This design comes from an exercise in tuning for small area and a short achievable clock period on the open sky130 flow, not from production work.
Only simulation tests tie the RTL to the original design; equivalence was not proved.

==> flow/design.v (outline; a module is shown in full before it is edited, if it fits) <==
// module cubic_fixed: 1306 lines
module cubic_fixed #(
    parameter int WID     = 16,    
    parameter int FBITS   = 8      
)(
    input  logic                        clk,
    input  logic                        rst,
    input  logic signed [WID-1:0]       x,
    input  logic signed [WID-1:0]       a0,
    input  logic signed [WID-1:0]       a1,
    input  logic signed [WID-1:0]       a2,
    output logic signed [WID-1:0]       y
);
  // ...
==> flow/run.sh <==
#!/bin/bash
# synth_recipe.tcl (not shown) runs the flow's synth.tcl, then flattens the netlist and writes it again
# the make line also repeats each setting of config.mk as NAME=value (left out here)
make -C /OpenROAD-flow-scripts/flow DESIGN_CONFIG=/design/flow/config.mk WORK_HOME=/design/flow/orfs CLKGATE_MAP_FILE= SYNTH_SCRIPT=/design/flow/synth_recipe.tcl finish
==> flow/config.mk <==
export PLATFORM = sky130hd
export DESIGN_NAME = cubic_fixed
export DESIGN_NICKNAME = cubic_fixed
export VERILOG_FILES = /design/flow/design.v
export SDC_FILE = /design/flow/constraint.sdc
export NUM_CORES = 4
export LEC_CHECK = 0
export ABC_AREA = 1
export CAP_MARGIN = 20
export CORE_MARGIN = 2
export CORE_UTILIZATION = 40
export GPL_TIMING_DRIVEN = 0
export SLEW_MARGIN = 20
==> flow/constraint.sdc <==
create_clock -name core_clock -period 15.0 [get_ports {clk}]
set_input_delay 3.0000 -clock core_clock [delete_from_list [all_inputs] [get_ports {clk}]]
set_output_delay 3.0000 -clock core_clock [all_outputs]
set_load 0.01 [all_outputs]
==> impl_results.md, run 1 <==
- Post-Syn Nets: between 4000 and 5000
- Critical R2R Capture: ax2_s1[11]
- GR peak layer: met2
- Status: no timing/DRC/antenna violations
- Setup_tns: 0 ns
- CTS Hold Bufs: 0
- CP Data Required Time: 15.36 ns
- Cell Area, Synth: 25900 sq um
- Antenna Violating Nets Remaining: 0
- Top class by area: multi-input combinational cells
- Fin Hold WS: between 0.4 and 0.5 ns
- CTS buffer count: 17
- Largest family of logic cells by synthesized area: adder cells
- CTS tree: built
- DRC Markers: 0
- Num Clock Sinks: between 100 and 150
- Clock latency (worst-skew pair): 0.50 ns
- GRT met1 Usage: between 30% and 40%
- Hold WC Path Type: reg -> reg
- Placed inst area: ~28000 sq um
- Iter 0 DRT Violations: 2256
- Sequential standard cell area: 2920 sq um
- Synth-to-layout area growth: 9.69%
- Nets: 4145
- H-tree Lvls: 4
- Synth top area cells: fa_1, xor2_1, dfxtp_1, ha_1, inv_1
- N_taps: between 800 and 900
- CLK BUF: 17
- Pin count of the biggest net entering global routing: 17
- CTS root buf: clkbuf_16
==> run 2, diff against run 1 <==
--- a/flow/config.mk
+++ b/flow/config.mk
@@ -9,5 +9,4 @@
 export CAP_MARGIN = 20
 export CORE_MARGIN = 2
 export CORE_UTILIZATION = 40
-export GPL_TIMING_DRIVEN = 0
 export SLEW_MARGIN = 20
==> run 2 against run 1 <==
Net effect:
- clock skew grew 0.0014 ns
- via count shrank 3.5%
- largest cell class unchanged
- highest routed layer unchanged
==> impl_results.md, run 2 <==
- Hold EP: rst_s1 (unchanged)
- Hold_sp: rst_s0 (unchanged)
- Hold WC Path Type: reg -> reg (unchanged)
- Cells after synthesis: 3472 (unchanged)
- Synth top area cells: fa_1, xor2_1, dfxtp_1, ha_1, inv_1 (unchanged)
- Share of the synthesized area in the top cell type: 22.5% (unchanged)
- Die height: 258 microns (unchanged)
- Clk_skew: 0.0192 ns (was 0.0179 ns)
- Post-Route WL: 77400 microns (was 85800 microns)
- Cell Area, Synth: 25900 sq um (unchanged)
- Fmax: 144 MHz (was 135 MHz)
- Iter 0 DRT Violations: 1840 (was 2256)
- Num Clock Sinks: 146 (unchanged)
- DRC Markers: 0 (unchanged)
- Max-capacitance violation count: 0 (unchanged)
- Final WS setup: 8.08 ns (was 7.59 ns)
- Synth Register Bits: 146 (unchanged)
- Routed via count: 22700 (was 23600)
- Most numerous cell in the Yosys netlist: inv_1 (unchanged)
- Tightest Pin Transition: 0.981 ns (was 1.18 ns)
- DIE AREA: 66700 sq um (unchanged)
- Critical Path Source Type: flop (unchanged)
- Commonest non-fill, non-tap cells in the layout: inv_1, nand2_1, xor2_1 (unchanged)
- Status: no timing/DRC/antenna violations (unchanged)
- Die span in x: 258 microns (unchanged)
- Initial core utilization: 40.3% (unchanged)
- CTS buffer count: 17 (unchanged)
- Placed inst area: 27500 sq um (was 27800 sq um)
- CP Data Required Time: 12.00 ns (was 15.36 ns)
- Cell Rows: 93 (unchanged)
- Leading area contributor after synthesis: fa_1 (unchanged)
- Critical-path cell list: fa_1 > inv_1 > fa_1 > o21ai_2 > inv_2 > o21bai_2 > nand2_1 > nand2_2 > nand3_1 > nand2_1 > xor2_1 > nand2_1 > nand2_2 > nand2_1 > a21oi_1 > clkdlybuf4s50_1
- Clock latency (worst-skew pair): 0.50 ns (about the same)
- Most common library cells after synthesis: inv_1, nand2_1, xor2_1 (unchanged)
- Synth-to-layout area growth: 8.65% (was 9.69%)
- Synth warnings: 1 (unchanged)
- Share of cells above drive strength 1: 4.94% (was 4.24%)
- Worst reg2reg startpoint: sqa_s0[0] (unchanged)
- Final Hold Viols: 0 (unchanged)
- Fin Hold WS: 0.424 ns (was 0.416 ns)
- Post-Route M1 WL: 35100 microns (was 37800 microns)
- Final setup violation count: 0 (unchanged)
- Initial antenna violation count: 1 (was 0)
- Max incr delay on CP: 0.58 ns (was 0.65 ns)
- Nets: 4042 (was 4145)
- Grt ovf: 0 (unchanged)
- Headroom to the max-slew limit: 34.4% (was 20.9%)
- Cell mode on critical path: nand2_1 (unchanged)
- Number of synthesized flops with an enable pin: 0 (unchanged)
- Cell count of the worst hold path: 1 (unchanged)
- Highest metal used: met4 (unchanged)
- Drt wl/cell: 17.8 microns (was 19.3 microns)
- Final period util: 46.2% (was 49.4%)
- Final cell count without fillers: 4338 (was 4440)
- Kind of critical path: reg -> out (was reg -> reg)
- Top-Level Pins: 82 (unchanged)
- Vias in the first global route: 22100 (was 23300)
- CP Capture Type: output pin (was flop)
- Met3 WL: 7310 microns (was 8930 microns)
- Setup_tns: 0 ns (unchanged)
- Critical path arrival: 3.92 ns (was 7.77 ns)
- GRT Overall Usage: 23.4% (was 25.9%)
- # resized after CTS: 0 (unchanged)
- Pre-CTS setup slack: 8.04 ns (was 7.85 ns)
- Post-CTS setup buffer count: 0 (unchanged)
- Yosys cell types: 55 (unchanged)
- Number of cells after detailed placement: 4305 (was 4408)
- R2R Setup Slk: 8.10 ns (was 7.59 ns)
- H-tree Lvls: 4 (unchanged)
- Crit path max fanout: 15 (was 10)
- First-pass GRT wire length: 123000 microns (was 133000 microns)
- Area of the core: 64200 sq um (unchanged)
- Antenna Violating Nets Remaining: 0 (unchanged)
- Final Critical Period: 6.92 ns (was 7.41 ns)
- Cell area after layout: 28100 sq um (was 28400 sq um)
- Count of pins over their slew limit: 0 (unchanged)
- Critical R2R Capture: ax2_s1[0] (was ax2_s1[11])
- Clk buf depth: 2 (unchanged)
- Final GP Congestion: 0.916 (was 0.970)
- Post-synth top flop: dfxtp_1 (unchanged)
- RSZ-0062 raised after global routing: no (unchanged)
- CTS Hold Bufs: 0 (unchanged)
- Reg2Reg Depth: 33 (unchanged)
- HPWL Detailed: 60400 microns (was 70500 microns)
- Sequential share of the synthesized area: 11.3% (unchanged)
- Final Util: 43.8% (was 44.2%)
- CTS tree: built (unchanged)
- Post-Syn Nets: 4045 (unchanged)
- Max stage delay cell, worst path: fa_1 (was clkbuf_1)
- Syn Area/Cell: 7.45 sq um (unchanged)
- IO buf count: 81 (unchanged)
- TritonRoute pass-1 iters: 5 (was 7)
- CTS root buf: clkbuf_16 (unchanged)
- Met2 WL: 33200 microns (was 36300 microns)
- Pin count of the biggest net entering global routing: 31 (was 17)
- Most common cell after layout, fill and taps aside: inv_1 (unchanged)
- Routed vias/inst: 5.24 (was 5.31)
- Post-synth ARST share: 0% (unchanged)
- Worst-path clk slew: 0.07 ns (about the same)
run 2: kinds of logic (layout without fill, tap and decap cells):
logic type	Yosys count	after routing	synth area share [%]
and+or+nand+nor	980	980	15.9
muxes	2	2	0.0871
xor gates and xnor gates	393	393	13.3
adders and majority gates	507	507	33.0
AOI/OAI and AO/OA	636	636	14.4
DFF	146	146	11.3
other	0	1	0
buffers and inverters	808	818	12.1
run 2: area by class of cell:
cell class / count / area, sq um
fill: 6594 / 36100
multi-input combinational: 2518 / 19900
sequential: 146 / 2920
inverter: 668 / 2520
timing repair buffer: 118 / 1090
tap: 855 / 1070
clock buffer: 17 / 425
clock inverter: 15 / 186
antenna: 1 / 2.50
run 2: worst max path at each step:
stage,from,endpoint,slack (ns),cells after the start
after floorplan,sqa_s0[0],ax2_s1[10],9.20,31
after global placement,x[15],sqa_s0[7],8.08,10
after detailed placement,sqa_s0[5],ax2_s1[0],8.04,29
after CTS,ax1_s1[1],y[8],7.99,16
after global routing,sqa_s0[0],ax2_s1[11],7.57,33
final,ax1_s1[1],y[8],8.08,16
run 2: critical path, delay by kind of cell, from the launching register on:
kind / cells / cell delay (ns)
adder cells (fa/ha/maj): 2 / 0.99
buffers and inverters: 3 / 0.66
AND/OR/NAND/NOR: 7 / 0.71
flip-flops: 1 / 0.36
XOR/XNOR: 1 / 0.21
AO/OA/AOI/OAI: 3 / 0.51
run 2: layer usage:
metal | global-route usage (%) | vias to the layer above
met1 | 32.7 | 10700
met3 | 6.20 | 102
li1 | - | 11100
met2 | 35.0 | 912
met5 | 0 | -
met4 | 7.35 | 0

==> afterwards: timing with drivers on the ports <==
In the flow no input, the clock included, has a driving cell. The finished layouts below were timed again as built, in two steps.
Step 1, drivers: a clkbuf_16 drives clk and a buf_2 each remaining input, both assumed.
Step 2 also shifts input and output timing later by t, the mid clock arrival at the registers, as if the neighbouring blocks saw the same clock.
a / b / c = ideal ports / drivers / drivers and shift; a / b = the first two.
run | t (ns) | setup slack, ns | worst register clock-pin slew, ns
run 1 | 0.547 | 7.588 / 7.588 / 7.588 | 0.07 / 0.07
run 2 | 0.550 | 8.077 / 8.017 / 8.102 | 0.08 / 0.08
After both steps every run listed still meets setup and hold.
